This is an optimization exercise on Yosys and OpenROAD, whose aim is small area, a short achievable clock period and few clock cycles, not a production implementation. Only simulation tests tie the RTL to the original design; equivalence was not proved.

## divider
module divider (
    input div_clk, reset,
    input div,
    input div_signed,
    input [31:0] x, y,
    input use_mod,
    output [31:0] div_result,
    output div_ok
);
    localparam IDLE = 2'd0, NORM = 2'd1, ITER = 2'd2, DONE = 2'd3;
    reg  [1:0]  state;
    reg         done;
    reg  [32:0] V;       
    reg  [32:0] D;       
    reg  [31:0] A;       
    reg         xneg, qneg, mod, sub;
    assign div_ok     = done;
    assign div_result = mod ? V[31:0] : A;
    wire        sx = div_signed & x[31];
    wire        sy = div_signed & y[31];
    wire [31:0] xu = sx ? {~x[30:0], 1'b1} : x;
    wire [31:0] yu = sy ? {~y[31:1], 1'b1} : y;      
    wire [5:0]  xz_in, yz_in;
    wire        xall0, yall0;
    lzc32 lzx (.a(xu), .z(xz_in), .all0(xall0));
    lzc32 lzy (.a(yu), .z(yz_in), .all0(yall0));
    reg  [5:0]  ncx, cy;   
    wire [6:0]  dd = {1'b0, cy} + {1'b1, ncx} + 7'd1;   
    wire        trivial = dd[6] | cy[5];      
    wire [32:0] s1  = dd[0] ? {D[31:0],   sub}        : D;
    wire [32:0] s2  = dd[1] ? {s1[30:0],  {2{sub}}}   : s1;
    wire [32:0] s3  = dd[2] ? {s2[28:0],  {4{sub}}}   : s2;
    wire [32:0] s4  = dd[3] ? {s3[24:0],  {8{sub}}}   : s3;
    wire [32:0] Dsh = dd[4] ? {s4[16:0],  {16{sub}}}  : s4;
    wire        fast;
    msb_less lt (.a(xu), .b(yu), .lt(fast));
    wire [33:0] Tc = {V, 1'b1} + {D, sub};
    wire [32:0] T = Tc[33:1];
    wire [32:0] zs = (V ^ D) ^ {(V[31:0] | D[31:0]), 1'b0};
    wire        Z  = sub ? (V == ~D) : ~|zs;
    wire        acc = xneg ? (T[32] | Z) : ~T[32];
    always @(posedge div_clk) begin
        if (reset) begin
            state <= IDLE;
            done  <= 1'b0;
        end else begin
            case (state)
                IDLE: if (div) begin
                          if (fast) begin
                              state <= DONE;
                              done  <= 1'b1;
  ...
Settings: LEC_CHECK=0, ABC_AREA=1, CAP_MARGIN=20, CORE_MARGIN=2, CORE_UTILIZATION=40, SETUP_SLACK_MARGIN=4.5, SLEW_MARGIN=20; clock period 8.0 ns.
run.sh (not shown) runs the stock make flow with config.mk's settings and CLKGATE_MAP_FILE= SYNTH_SCRIPT=/design/flow/synth_recipe.tcl, a recipe that flattens the netlist after the stock synthesis.
Testbench counts at the start, summed over its fixed seeds: cycles 30,551.
==> next run, changes <==
==> flow/flow/run.sh (new file) <==
#!/bin/bash
# The standard layout, with the ports buffered by buf_4 cells instead of
# the delay cells buffer_ports picks by default. Each step's output goes to a
# log of its own.
set -euo pipefail
bash standard.sh synth > synth.log 2>&1
bash standard.sh 'BUFFER_PORTS_ARGS=-buffer_cell sky130_fd_sc_hd__buf_4' finish > layout.log 2>&1
==> flow/standard.sh (new file) <==
#!/bin/bash
# synth_recipe.tcl (not shown) runs the flow's synth.tcl, then flattens the netlist and writes it again
# the make line also repeats each setting of config.mk as NAME=value (left out here)
make -C /OpenROAD-flow-scripts/flow DESIGN_CONFIG=/design/flow/config.mk WORK_HOME=/design/flow/orfs CLKGATE_MAP_FILE= SYNTH_SCRIPT=/design/flow/synth_recipe.tcl "${@:-finish}"
removed: flow/run.sh
Result:
- The changed run produced a clean layout
- wire length went down by 1.9%
- cell area went down by about 5%
- core utilization went down by 2.4 points

divider, a different RTL version from the one above (not shown whole).
For scale: ~120 flip-flops.
clock: 8.0 ns
lec_check: 0
abc_area: 1
cap_margin: 20
core_margin: 2
core_utilization: 40
cts_buf_list: sky130_fd_sc_hd__clkbuf_8
cts_cluster_size: 25
setup_slack_margin: 4.7
slew_margin: 20
standard.sh (not shown) runs the stock make flow with config.mk's settings and CLKGATE_MAP_FILE= SYNTH_SCRIPT=/design/flow/synth_recipe.tcl, a recipe that flattens the netlist after the stock synthesis.
==> flow/flow/run.sh <==
#!/bin/bash
# The standard layout, with the ports buffered by buf_1 cells instead of
# the delay cells buffer_ports picks by default. Each step's output goes to a
# log of its own.
set -euo pipefail
bash standard.sh synth > synth.log 2>&1
bash standard.sh 'BUFFER_PORTS_ARGS=-buffer_cell sky130_fd_sc_hd__buf_1' finish > layout.log 2>&1
The starting point ran to the end with no violations.
Testbench counts at the start, summed over its fixed seeds: cycles 30,551.
Edit:
==> flow/run.sh (new file) <==
#!/bin/bash
# synth_recipe.tcl (not shown) runs the flow's synth.tcl, then flattens the netlist and writes it again
# the make line also repeats each setting of config.mk as NAME=value (left out here)
make -C /OpenROAD-flow-scripts/flow DESIGN_CONFIG=/design/flow/config.mk WORK_HOME=/design/flow/orfs CLKGATE_MAP_FILE= SYNTH_SCRIPT=/design/flow/synth_recipe.tcl finish
removed: flow/flow/run.sh
removed: flow/standard.sh
Result: Setup slack is better by 14 ps. Area after synthesis does not change. Die area does not change. Wire length goes up by 2.8%. Clock skew goes down by 4.0 ps.
Edit:
==> flow/flow/run.sh (new file) <==
#!/bin/bash
# The standard layout, with the ports buffered by buf_2 cells instead of
# the delay cells buffer_ports picks by default. Each step's output goes to a
# log of its own in this folder (ORFS also keeps its per-step logs in orfs/logs).
set -euo pipefail
BUF='BUFFER_PORTS_ARGS=-buffer_cell sky130_fd_sc_hd__buf_2'
bash standard.sh synth > synth.log 2>&1
bash standard.sh "$BUF" floorplan > floorplan.log 2>&1
bash standard.sh "$BUF" place > place.log 2>&1
bash standard.sh "$BUF" cts > cts.log 2>&1
bash standard.sh "$BUF" route > route.log 2>&1
bash standard.sh "$BUF" finish > finish.log 2>&1
==> flow/standard.sh (new file) <==
#!/bin/bash
# synth_recipe.tcl (not shown) runs the flow's synth.tcl, then flattens the netlist and writes it again
# the make line also repeats each setting of config.mk as NAME=value (left out here)
make -C /OpenROAD-flow-scripts/flow DESIGN_CONFIG=/design/flow/config.mk WORK_HOME=/design/flow/orfs CLKGATE_MAP_FILE= SYNTH_SCRIPT=/design/flow/synth_recipe.tcl "${@:-finish}"
- GPL_ROUTABILITY_DRIVEN: unset -> 0
removed: flow/run.sh
Effect: Hold slack is about the same. Setup slack is better by 87 ps. Routed wire length fell by 7.2%. Non-clock buffer count fell by 16. Die area stays the same. Fmax goes up by 2.7%. Global-route usage fell by 2.3 points. Sequential share of layout area goes up by 1.1 points. Area after synthesis stays the same. Sequential cell count is unchanged.
Edit:
==> flow/flow/run.sh (replaced) <==
#!/bin/bash
# The standard layout, with the ports buffered by buf_2 cells instead of
# the delay cells buffer_ports picks by default. Each step's output goes to a
# log of its own.
set -euo pipefail
bash standard.sh synth > synth.log 2>&1
bash standard.sh 'BUFFER_PORTS_ARGS=-buffer_cell sky130_fd_sc_hd__buf_2' finish > layout.log 2>&1
- GPL_ROUTABILITY_DRIVEN: 0 -> unset
- SETUP_SLACK_MARGIN: 4.7 -> 4.9
=> Routed wire length rose by a few percent; final area is higher by a few percent; first-iteration DRC count falls by a few percent; global-route usage stays flat; maximum frequency rose slightly; via count hardly moves; die area is unchanged; final cell count rises slightly.
Edit:
==> flow/flow/run.sh (replaced) <==
#!/bin/bash
# The standard layout, with the ports buffered by buf_2 cells instead of
# the delay cells buffer_ports picks by default. Each step's output goes to a
# log of its own in this folder (ORFS also keeps its per-step logs in orfs/logs).
set -euo pipefail
BUF='BUFFER_PORTS_ARGS=-buffer_cell sky130_fd_sc_hd__buf_2'
bash standard.sh synth > synth.log 2>&1
bash standard.sh "$BUF" floorplan > floorplan.log 2>&1
bash standard.sh "$BUF" place > place.log 2>&1
bash standard.sh "$BUF" cts > cts.log 2>&1
bash standard.sh "$BUF" route > route.log 2>&1
bash standard.sh "$BUF" finish > finish.log 2>&1
- SETUP_SLACK_MARGIN: 4.9 -> 4.6
After rerunning: Routed wire length falls by 0.46%. Cell area falls by 6.0%. Cell count falls by 1.7%. Setup slack got worse by 220 ps.
Edit:
==> flow/flow/run.sh (replaced) <==
#!/bin/bash
# The standard layout, with the ports buffered by buf_2 cells instead of
# the delay cells buffer_ports picks by default, and clock tree synthesis
# without dummy loads. Each step's output goes to a log of its own in this
# folder (ORFS also keeps its per-step logs in orfs/logs).
set -euo pipefail
BUF='BUFFER_PORTS_ARGS=-buffer_cell sky130_fd_sc_hd__buf_2'
CTS='CTS_ARGS=-sink_clustering_enable -repair_clock_nets -sink_clustering_size 25 -buf_list sky130_fd_sc_hd__clkbuf_8 -dont_use_dummy_load'
bash standard.sh synth > synth.log 2>&1
bash standard.sh "$BUF" floorplan > floorplan.log 2>&1
bash standard.sh "$BUF" place > place.log 2>&1
bash standard.sh "$BUF" "$CTS" cts > cts.log 2>&1
bash standard.sh "$BUF" "$CTS" route > route.log 2>&1
bash standard.sh "$BUF" "$CTS" finish > finish.log 2>&1
- SETUP_SLACK_MARGIN: 4.6 -> 4.8
Outcome: Clock-buffer cell count falls by 1; synthesized cell count stays the same; routed wire length rises by 0.96%; final area rises by 0.90%; worst hold slack got worse by 9.3 ps; area after synthesis stays the same; critical path depth does not change; utilization rises by 0.42 points; global-route usage rises by 0.62 points.

## exp/xenon
divider, a different RTL version from the one above (not shown whole).
Size in the first run: roughly 120 flip-flops, ~100 I/O pins, about 12,000 sq um of cells after synthesis.
Settings: LEC_CHECK=0, ABC_AREA=1, CAP_MARGIN=20, CORE_MARGIN=2, CORE_UTILIZATION=40, SETUP_SLACK_MARGIN=4.7, SLEW_MARGIN=20; clock period 8.0 ns.
==> flow/flow/run.sh <==
#!/bin/bash
# The standard layout, with the ports buffered by buf_4 cells instead of
# the delay cells buffer_ports picks by default. Each step's output goes to a
# log of its own.
set -euo pipefail
bash standard.sh synth > synth.log 2>&1
bash standard.sh 'BUFFER_PORTS_ARGS=-buffer_cell sky130_fd_sc_hd__buf_4' finish > layout.log 2>&1
Looking at the reports, exp/xenon completed the entire flow and the layout it produced met the timing, design-rule and antenna checks.
Testbench counts of exp/xenon, summed over its fixed seeds: cycles 30,551.
## Diff of input files: exp/amber against exp/xenon
Settings: putting CTS_CLUSTER_SIZE at 25 where nothing was set; putting CTS_BUF_LIST at sky130_fd_sc_hd__clkbuf_8 where nothing was set.
--- outcome ---
Reported for exp/amber and exp/xenon, worst-case setup slack after placement turned out identical to the last digit.
Compared with exp/xenon, placement density in the core of exp/amber is lower.
Summary: design area, exp/amber better than exp/xenon
The inputs of exp/indigo differ from those of exp/amber as listed below.
==> flow/flow/run.sh <==
#!/bin/bash
# The standard layout, with the ports buffered by buf_2 cells instead of
# the delay cells buffer_ports picks by default. Each step's output goes to a
# log of its own.
set -euo pipefail
bash standard.sh synth > synth.log 2>&1
bash standard.sh 'BUFFER_PORTS_ARGS=-buffer_cell sky130_fd_sc_hd__buf_2' finish > layout.log 2>&1
[summary]
- exp/amber → exp/indigo: finished layout cell area down about 0.7%, number of ordinary and repair buffers in the finished layout up about 6.5%, fraction of the cycle the final worst path needs down 0.70 points, placed cell count flat.
- Summary of the comparison: number of antenna violations at the first check in global routing is lower in exp/indigo, relative to exp/amber.
- Sequential share of layout area in exp/indigo vs exp/amber: up 0.21 points

-- static timing again, ports no longer ideal --
The flow's constraints put no driver on any port. The routed layouts listed below were extracted and timed again, unchanged, in two steps.
Step 1: set_driving_cell puts a clkbuf_16 on div_clk and a buf_2 on each other input, an assumption about the parent block.
Step 2 moves the port delays by t, midway between the first and last clock arrival at a register: inputs arrive t later, outputs are due t later. That takes back most of the time a late clock gives input paths.
a / b / c = ideal ports / drivers / drivers and shift; a / b = the first two.
| run | t (ns) | setup WS [ns] | hold slack, ns | slew at the worst register clock pin (ns) |
|---|---|---|---|---|
| the first run of note 1 | 0.489 | 4.555 / 4.501 / 4.182 | 0.514 / 0.514 / 0.514 | 0.06 / 0.06 |
| the second run of note 1 | 0.482 | 4.590 / 4.591 / 4.109 | 0.496 / 0.496 / 0.496 | 0.07 / 0.07 |
| the first run of note 2 | 0.508 | 4.731 / 4.731 / 4.377 | 0.469 / 0.469 / 0.469 | 0.09 / 0.09 |
| the second run of note 2 | 0.514 | 4.745 / 4.766 / 4.252 | 0.470 / 0.470 / 0.470 | 0.09 / 0.09 |
| the third run of note 2 | 0.498 | 4.832 / 4.832 / 4.360 | 0.469 / 0.469 / 0.469 | 0.09 / 0.09 |
| the fourth run of note 2 | 0.511 | 4.876 / 4.876 / 4.392 | 0.460 / 0.460 / 0.460 | 0.09 / 0.09 |
| the fifth run of note 2 | 0.500 | 4.657 / 4.657 / 4.270 | 0.464 / 0.464 / 0.464 | 0.09 / 0.09 |
| the sixth run of note 2 | 0.501 | 4.869 / 4.836 / 4.422 | 0.455 / 0.455 / 0.455 | 0.09 / 0.09 |
| exp/xenon | 0.476 | 4.791 / 4.791 / 4.346 | 0.485 / 0.485 / 0.485 | 0.06 / 0.06 |
| exp/amber | 0.504 | 4.770 / 4.781 / 4.277 | 0.491 / 0.491 / 0.491 | 0.09 / 0.09 |
| exp/indigo | 0.522 | 4.825 / 4.832 / 4.322 | 0.510 / 0.510 / 0.510 | 0.09 / 0.09 |
After both steps every run listed still meets setup and hold. The setup slack of exp/indigo, which loses most, moves by +0.007 ns with the drivers and by -0.503 ns with both steps.
